This design comes from an exercise in tuning for small area on the open sky130 flow, not from production work. Function was checked by simulation only, so behaviour that the tests miss may differ from the original.

==> inputs of harbor <==
Design con_5x5, start of the top module:
module con_5x5(
	input rst_n,
	input clk,
	input ena,
	input [15:0] data,
	output reg valid,
	output reg finish,
	output [15:0] result
	);
==> module con_5x5, before the edit <==
module con_5x5(
	input rst_n,
	input clk,
	input ena,
	input [15:0] data,
	output reg valid,
	output reg finish,
	output [15:0] result
	);
	reg [3:0] core_num;
	reg [7:0] pics_num;
	reg [1:0] pics_num_add;
	always @(posedge clk or negedge rst_n) begin
		if (!rst_n) begin
			core_num <= 4'h0;
			pics_num <= 8'h0;
			pics_num_add <= 2'b00;
			finish <= 1'b0;
		end
		else if (ena) begin
			if (core_num < 4'h9)
				core_num <= core_num + 1'b1;
			else if (core_num == 4'h9) begin
				pics_num <= pics_num + 1'b1;
				if (pics_num > 8'h8)
					pics_num_add <= (pics_num_add == 2'd3) ? 2'd1 : pics_num_add + 1'b1;
			end
		end
		else if (pics_num > 8'h50 && pics_num < 8'h55) begin
			pics_num <= pics_num + 1'b1;
			case (pics_num_add)
				2'd3: pics_num_add <= 2'd1;
				2'd2: pics_num_add <= 2'd3;
				2'd1: pics_num_add <= 2'd2;
				default: pics_num_add <= 2'd0;
			endcase
			finish <= (pics_num == 8'h54);
		end
		else begin
			pics_num <= 8'h0;
			pics_num_add <= 2'd0;
			core_num <= 4'h9;
			finish <= 1'b0;
		end
	end
	always @(posedge clk or negedge rst_n) begin
		if (!rst_n) valid <= 1'b0;
		else valid <= (pics_num_add == 2'd3);
	end
	reg [15:0] kr [0:2][0:2];
	reg [1:0] kph;
	wire kload = ena && (core_num < 4'h9);
	integer q;
	always @(posedge clk) begin
		for (q = 0; q < 3; q = q + 1) begin
			kr[q][0] <= kr[q][1];
			kr[q][1] <= kr[q][2];
			kr[q][2] <= (kload && core_num >= 3*q && core_num < 3*q+3) ? data : kr[q][0];
		end
		kph <= (kload && core_num == 4'd8) ? 2'd0 : (kph == 2'd0) ? 2'd1 : (kph == 2'd1) ? 2'd2 : 2'd0;
	end
	reg [15:0] b0, b1, b2;
	always @(posedge clk) begin
		b0 <= data;
		b1 <= b0;
		b2 <= b1;
	end
	wire mv = (pics_num_add == 2'd3) ? (pics_num <= 8'd81)
		: (pics_num == 8'd3 || pics_num == 8'd6 || pics_num == 8'd9);
	wire mdown = (pics_num == 8'd24 || pics_num == 8'd39 || pics_num == 8'd54 || pics_num == 8'd69);
	wire mleft = (pics_num >= 8'd27 && pics_num <= 8'd36) || (pics_num >= 8'd57 && pics_num <= 8'd66);
	reg [15:0] pr [0:2][0:2];
	wire [15:0] nw [0:2];
	assign nw[0] = b2;
	assign nw[1] = b1;
	assign nw[2] = b0;
	integer i;
	always @(posedge clk) begin
		for (i = 0; i < 3; i = i + 1) begin
			if (!mv) begin
				pr[i][0] <= pr[i][1];
				pr[i][1] <= pr[i][2];
				pr[i][2] <= pr[i][0];
			end
			else if (mdown) begin
				if (i == 2) begin
					pr[i][0] <= nw[0];
					pr[i][1] <= nw[1];
					pr[i][2] <= nw[2];
				end
				else begin
					pr[i][0] <= pr[i+1][1];
					pr[i][1] <= pr[i+1][2];
					pr[i][2] <= pr[i+1][0];
				end
			end
			else if (mleft) begin
				pr[i][0] <= nw[i];
			end
			else begin
				pr[i][0] <= pr[i][2];
				pr[i][1] <= pr[i][0];
				pr[i][2] <= nw[i];
			end
		end
	end
	reg [1:0] psel;
	always @(posedge clk) begin
		case ({kph, pics_num_add})
			{2'd2, 2'd0}, {2'd0, 2'd1}, {2'd1, 2'd2}, {2'd2, 2'd3}: psel <= 2'd0;
			{2'd0, 2'd0}, {2'd1, 2'd1}, {2'd2, 2'd2}, {2'd0, 2'd3}: psel <= 2'd1;
			default: psel <= 2'd2;
		endcase
	end
	reg [15:0] ka [0:2];
	reg [15:0] pa [0:2];
	always @(*) begin
		for (i = 0; i < 3; i = i + 1) begin
			ka[i] = kr[i][0];
			case (psel)
				2'd0: pa[i] = pr[i][0];
				2'd1: pa[i] = pr[i][1];
				default: pa[i] = pr[i][2];
			endcase
		end
	end
	wire [15:0] t0, t1, t2;
	bmul m0(.a(ka[0]), .b(pa[0]), .t(t0));
	bmul m1(.a(ka[1]), .b(pa[1]), .t(t1));
	bmul m2(.a(ka[2]), .b(pa[2]), .t(t2));
	reg [15:0] acc;
	wire keep = pics_num_add[1];
	always @(posedge clk)
		acc <= (keep ? acc : 16'h0) + t0 + t1 + t2;
	assign result = acc;
endmodule
==> flow/config.mk <==
export PLATFORM = sky130hd
export DESIGN_NAME = con_5x5
export DESIGN_NICKNAME = con_5x5
export VERILOG_FILES = /design/flow/design.v
export SDC_FILE = /design/flow/constraint.sdc
export NUM_CORES = 4
export LEC_CHECK = 0
export ABC_AREA = 1
export CAP_MARGIN = 20
export CORE_MARGIN = 2
export CORE_UTILIZATION = 40
export CTS_CLUSTER_DIAMETER = 150
export CTS_CLUSTER_SIZE = 20
export SLEW_MARGIN = 20
==> flow/constraint.sdc <==
create_clock -name core_clock -period 14.0 [get_ports {clk}]
set_input_delay 2.8000 -clock core_clock [delete_from_list [all_inputs] [get_ports {clk}]]
set_output_delay 2.8000 -clock core_clock [all_outputs]
set_load 0.01 [all_outputs]
run.sh (not shown) runs the stock make flow with config.mk's settings and CLKGATE_MAP_FILE= SYNTH_SCRIPT=/design/flow/synth_recipe.tcl, a recipe that flattens the netlist after the stock synthesis.
==> willow (differences from harbor) <==
--- a/flow/design.v
+++ b/flow/design.v
@@ -71,45 +71,69 @@
 	wire mdown = (pics_num == 8'd24 || pics_num == 8'd39 || pics_num == 8'd54 || pics_num == 8'd69);
 	wire mleft = (pics_num >= 8'd27 && pics_num <= 8'd36) || (pics_num >= 8'd57 && pics_num <= 8'd66);
 	reg [15:0] pr [0:2][0:2];
+	reg [1:0] wo;
 	wire [15:0] nw [0:2];
 	assign nw[0] = b2;
 	assign nw[1] = b1;
 	assign nw[2] = b0;
-	integer i;
+	wire mh = mv && !mdown;                  
+	reg [1:0] wo_n;
+	always @(*) begin
+		wo_n = wo;
+		if (pics_num == 8'd3)    
+			wo_n = 2'd0;
+		else if (mh) begin
+			if (mleft)
+				wo_n = (wo == 2'd0) ? 2'd1 : (wo == 2'd1) ? 2'd2 : 2'd0;
+			else
+				wo_n = (wo == 2'd1) ? 2'd0 : (wo == 2'd2) ? 2'd1 : 2'd2;
+		end
+	end
+	reg [1:0] ins;
+	always @(*) begin
+		if (mleft)    
+			ins = (wo_n == 2'd1) ? 2'd2 : (wo_n == 2'd2) ? 2'd1 : 2'd0;
+		else          
+			ins = (wo_n == 2'd1) ? 2'd1 : (wo_n == 2'd2) ? 2'd0 : 2'd2;
+	end
+	wire dn = mv && mdown;
+	reg [2:0] s_ins;                         
+	reg [2:0] s_b0, s_b1, s_b2;              
+	reg [2:0] s_rot2;                        
+	integer i, s;
+	always @(*) begin
+		for (s = 0; s < 3; s = s + 1) begin
+			s_ins[s] = mh && (ins == s);
+			s_b2[s] = dn && (((s + wo) % 3) == 0);
+			s_b1[s] = dn && (((s + wo) % 3) == 1);
+			s_b0[s] = (dn && (((s + wo) % 3) == 2)) || s_ins[s];
+			s_rot2[s] = !dn && !s_ins[s];
+		end
+	end
 	always @(posedge clk) begin
-		for (i = 0; i < 3; i = i + 1) begin
-			if (!mv) begin
-				pr[i][0] <= pr[i][1];
-				pr[i][1] <= pr[i][2];
-				pr[i][2] <= pr[i][0];
-			end
-			else if (mdown) begin
-				if (i == 2) begin
-					pr[i][0] <= nw[0];
-					pr[i][1] <= nw[1];
-					pr[i][2] <= nw[2];
-				end
-				else begin
-					pr[i][0] <= pr[i+1][1];
-					pr[i][1] <= pr[i+1][2];
-					pr[i][2] <= pr[i+1][0];
-				end
-			end
-			else if (mleft) begin
-				pr[i][0] <= nw[i];
-			end
-			else begin
-				pr[i][0] <= pr[i][2];
-				pr[i][1] <= pr[i][0];
-				pr[i][2] <= nw[i];
-			end
+		wo <= wo_n;
+		for (s = 0; s < 3; s = s + 1) begin
+			for (i = 0; i < 2; i = i + 1)
+				pr[i][s] <= ({16{s_ins[s]}} & nw[i])
+					| ({16{dn}} & pr[i+1][(s + 1) % 3])
+					| ({16{!dn && !s_ins[s]}} & pr[i][(s + 1) % 3]);
+			pr[2][s] <= ({16{s_b0[s]}} & b0) | ({16{s_b1[s]}} & b1)
+				| ({16{s_b2[s]}} & b2) | ({16{s_rot2[s]}} & pr[2][(s + 1) % 3]);
 		end
 	end
 	reg [1:0] psel;
-	always @(posedge clk) begin
+	reg [1:0] pk;
+	always @(*) begin
 		case ({kph, pics_num_add})
-			{2'd2, 2'd0}, {2'd0, 2'd1}, {2'd1, 2'd2}, {2'd2, 2'd3}: psel <= 2'd0;
-			{2'd0, 2'd0}, {2'd1, 2'd1}, {2'd2, 2'd2}, {2'd0, 2'd3}: psel <= 2'd1;
+			{2'd2, 2'd0}, {2'd0, 2'd1}, {2'd1, 2'd2}, {2'd2, 2'd3}: pk = 2'd0;
+			{2'd0, 2'd0}, {2'd1, 2'd1}, {2'd2, 2'd2}, {2'd0, 2'd3}: pk = 2'd1;
+			default: pk = 2'd2;
+		endcase
+	end
+	always @(posedge clk) begin
+		case ({pk, wo_n})
+			{2'd0, 2'd0}, {2'd1, 2'd1}, {2'd2, 2'd2}: psel <= 2'd0;
+			{2'd1, 2'd0}, {2'd2, 2'd1}, {2'd0, 2'd2}: psel <= 2'd1;
 			default: psel <= 2'd2;
 		endcase
 	end
==> yarrow (differences from harbor) <==
--- a/flow/design.v
+++ b/flow/design.v
@@ -71,45 +71,69 @@
 	wire mdown = (pics_num == 8'd24 || pics_num == 8'd39 || pics_num == 8'd54 || pics_num == 8'd69);
 	wire mleft = (pics_num >= 8'd27 && pics_num <= 8'd36) || (pics_num >= 8'd57 && pics_num <= 8'd66);
 	reg [15:0] pr [0:2][0:2];
+	reg [1:0] wo;
 	wire [15:0] nw [0:2];
 	assign nw[0] = b2;
 	assign nw[1] = b1;
 	assign nw[2] = b0;
-	integer i;
+	wire mh = mv && !mdown;                  
+	reg [1:0] wo_n;
+	always @(*) begin
+		wo_n = wo;
+		if (pics_num == 8'd3)    
+			wo_n = 2'd0;
+		else if (mh) begin
+			if (mleft)
+				wo_n = (wo == 2'd0) ? 2'd1 : (wo == 2'd1) ? 2'd2 : 2'd0;
+			else
+				wo_n = (wo == 2'd1) ? 2'd0 : (wo == 2'd2) ? 2'd1 : 2'd2;
+		end
+	end
+	reg [1:0] ins;
+	always @(*) begin
+		if (mleft)    
+			ins = (wo_n == 2'd1) ? 2'd2 : (wo_n == 2'd2) ? 2'd1 : 2'd0;
+		else          
+			ins = (wo_n == 2'd1) ? 2'd1 : (wo_n == 2'd2) ? 2'd0 : 2'd2;
+	end
+	wire dn = mv && mdown;
+	reg [2:0] s_ins;                         
+	reg [2:0] s_b0, s_b1, s_b2;              
+	reg [2:0] s_rot2;                        
+	integer i, s;
+	always @(*) begin
+		for (s = 0; s < 3; s = s + 1) begin
+			s_ins[s] = mh && (ins == s);
+			s_b2[s] = dn && (((s + wo) % 3) == 0);
+			s_b1[s] = dn && (((s + wo) % 3) == 1);
+			s_b0[s] = (dn && (((s + wo) % 3) == 2)) || s_ins[s];
+			s_rot2[s] = !dn && !s_ins[s];
+		end
+	end
 	always @(posedge clk) begin
-		for (i = 0; i < 3; i = i + 1) begin
-			if (!mv) begin
-				pr[i][0] <= pr[i][1];
-				pr[i][1] <= pr[i][2];
-				pr[i][2] <= pr[i][0];
-			end
-			else if (mdown) begin
-				if (i == 2) begin
-					pr[i][0] <= nw[0];
-					pr[i][1] <= nw[1];
-					pr[i][2] <= nw[2];
-				end
-				else begin
-					pr[i][0] <= pr[i+1][1];
-					pr[i][1] <= pr[i+1][2];
-					pr[i][2] <= pr[i+1][0];
-				end
-			end
-			else if (mleft) begin
-				pr[i][0] <= nw[i];
-			end
-			else begin
-				pr[i][0] <= pr[i][2];
-				pr[i][1] <= pr[i][0];
-				pr[i][2] <= nw[i];
-			end
+		wo <= wo_n;
+		for (s = 0; s < 3; s = s + 1) begin
+			for (i = 0; i < 2; i = i + 1)
+				pr[i][s] <= ({16{s_ins[s]}} & nw[i])
+					| ({16{dn}} & pr[i+1][(s + 1) % 3])
+					| ({16{!dn && !s_ins[s]}} & pr[i][(s + 1) % 3]);
+			pr[2][s] <= ({16{s_b0[s]}} & b0) | ({16{s_b1[s]}} & b1)
+				| ({16{s_b2[s]}} & b2) | ({16{s_rot2[s]}} & pr[2][(s + 1) % 3]);
 		end
 	end
 	reg [1:0] psel;
-	always @(posedge clk) begin
+	reg [1:0] pk;
+	always @(*) begin
 		case ({kph, pics_num_add})
-			{2'd2, 2'd0}, {2'd0, 2'd1}, {2'd1, 2'd2}, {2'd2, 2'd3}: psel <= 2'd0;
-			{2'd0, 2'd0}, {2'd1, 2'd1}, {2'd2, 2'd2}, {2'd0, 2'd3}: psel <= 2'd1;
+			{2'd2, 2'd0}, {2'd0, 2'd1}, {2'd1, 2'd2}, {2'd2, 2'd3}: pk = 2'd0;
+			{2'd0, 2'd0}, {2'd1, 2'd1}, {2'd2, 2'd2}, {2'd0, 2'd3}: pk = 2'd1;
+			default: pk = 2'd2;
+		endcase
+	end
+	always @(posedge clk) begin
+		case ({pk, wo_n})
+			{2'd0, 2'd0}, {2'd1, 2'd1}, {2'd2, 2'd2}: psel <= 2'd0;
+			{2'd1, 2'd0}, {2'd2, 2'd1}, {2'd0, 2'd2}: psel <= 2'd1;
 			default: psel <= 2'd2;
 		endcase
 	end
==> flow/flow/run.sh (new file) <==
#!/bin/bash
# Standard layout, except that the port buffers ORFS inserts before global
# placement are the smallest buffer (buf_1) instead of the default choice,
# and clock tree synthesis adds no dummy loads.
set -e
printf '\nexport BUFFER_PORTS_ARGS = -buffer_cell sky130_fd_sc_hd__buf_1\n' >> config.mk
printf 'export CTS_ARGS = -sink_clustering_enable -repair_clock_nets -sink_clustering_size 14 -sink_clustering_max_diameter 100 -buf_list sky130_fd_sc_hd__clkbuf_8 -dont_use_dummy_load\n' >> config.mk
bash standard.sh > standard.log 2>&1
==> flow/standard.sh (new file) <==
#!/bin/bash
# synth_recipe.tcl (not shown) runs the flow's synth.tcl, then flattens the netlist and writes it again
# the make line also repeats each setting of config.mk as NAME=value (left out here)
make -C /OpenROAD-flow-scripts/flow DESIGN_CONFIG=/design/flow/config.mk WORK_HOME=/design/flow/orfs CLKGATE_MAP_FILE= SYNTH_SCRIPT=/design/flow/synth_recipe.tcl "${@:-finish}"
--- a/flow/config.mk
+++ b/flow/config.mk
@@ -9,6 +9,10 @@
 export CAP_MARGIN = 20
 export CORE_MARGIN = 2
 export CORE_UTILIZATION = 40
-export CTS_CLUSTER_DIAMETER = 150
-export CTS_CLUSTER_SIZE = 20
+export CTS_BUF_LIST = sky130_fd_sc_hd__clkbuf_8
+export CTS_CLUSTER_DIAMETER = 100
+export CTS_CLUSTER_SIZE = 14
 export SLEW_MARGIN = 20
+
+export BUFFER_PORTS_ARGS = -buffer_cell sky130_fd_sc_hd__buf_1
+export CTS_ARGS = -sink_clustering_enable -repair_clock_nets -sink_clustering_size 14 -sink_clustering_max_diameter 100 -buf_list sky130_fd_sc_hd__clkbuf_8 -dont_use_dummy_load
removed: flow/run.sh
==> sierra (differences from harbor) <==
--- a/flow/design.v
+++ b/flow/design.v
@@ -106,11 +106,11 @@
 		end
 	end
 	reg [1:0] psel;
-	always @(posedge clk) begin
+	always @(*) begin
 		case ({kph, pics_num_add})
-			{2'd2, 2'd0}, {2'd0, 2'd1}, {2'd1, 2'd2}, {2'd2, 2'd3}: psel <= 2'd0;
-			{2'd0, 2'd0}, {2'd1, 2'd1}, {2'd2, 2'd2}, {2'd0, 2'd3}: psel <= 2'd1;
-			default: psel <= 2'd2;
+			{2'd0, 2'd1}, {2'd1, 2'd2}, {2'd2, 2'd3}: psel = 2'd0;
+			{2'd1, 2'd1}, {2'd2, 2'd2}, {2'd0, 2'd3}: psel = 2'd1;
+			default: psel = 2'd2;
 		endcase
 	end
 	reg [15:0] ka [0:2];
--- a/flow/config.mk
+++ b/flow/config.mk
@@ -9,6 +9,4 @@
 export CAP_MARGIN = 20
 export CORE_MARGIN = 2
 export CORE_UTILIZATION = 40
-export CTS_CLUSTER_DIAMETER = 150
-export CTS_CLUSTER_SIZE = 20
 export SLEW_MARGIN = 20
==> results.txt <==
- Critical path depth, highest first: yarrow, willow, harbor, sierra.
- Against yarrow, the sequential share of layout area of harbor is higher by 1.6 points.
- Fmax, highest first: harbor, willow, yarrow, sierra.
- Of yarrow and willow, willow has the higher register-to-register slack (gap 0.07 ns).

what the ideal ports hide:
Ports are ideal in the flow. The routed layouts listed here were re-timed in OpenROAD.
Step 1 (the two cells are an assumption about what drives the block):
set clk [get_ports {clk}]
set_driving_cell -lib_cell sky130_fd_sc_hd__clkbuf_16 $clk
set_driving_cell -lib_cell sky130_fd_sc_hd__buf_2 [delete_from_list [all_inputs] $clk]
Step 2, shift: input delay + t, output delay - t, t = (earliest + latest rising clock arrival at the registers) / 2. This alone moves slack from input paths to output paths.
Slacks: ideal ports / drivers / drivers and shift; pairs: ideal ports / drivers.
| run | t, ns | setup WS [ns] | cell pins on the clock port's net |
|---|---|---|---|
| harbor | 0.605 | 0.862 / 0.862 / 0.862 | 1 |
| willow | 0.612 | 0.839 / 0.839 / 0.839 | 1 |
| yarrow | 0.680 | 0.765 / 0.765 / 0.765 | 1 |
| sierra | 0.619 | 0.742 / 0.742 / 0.742 | 1 |
After both steps setup and hold are still met in every run listed.
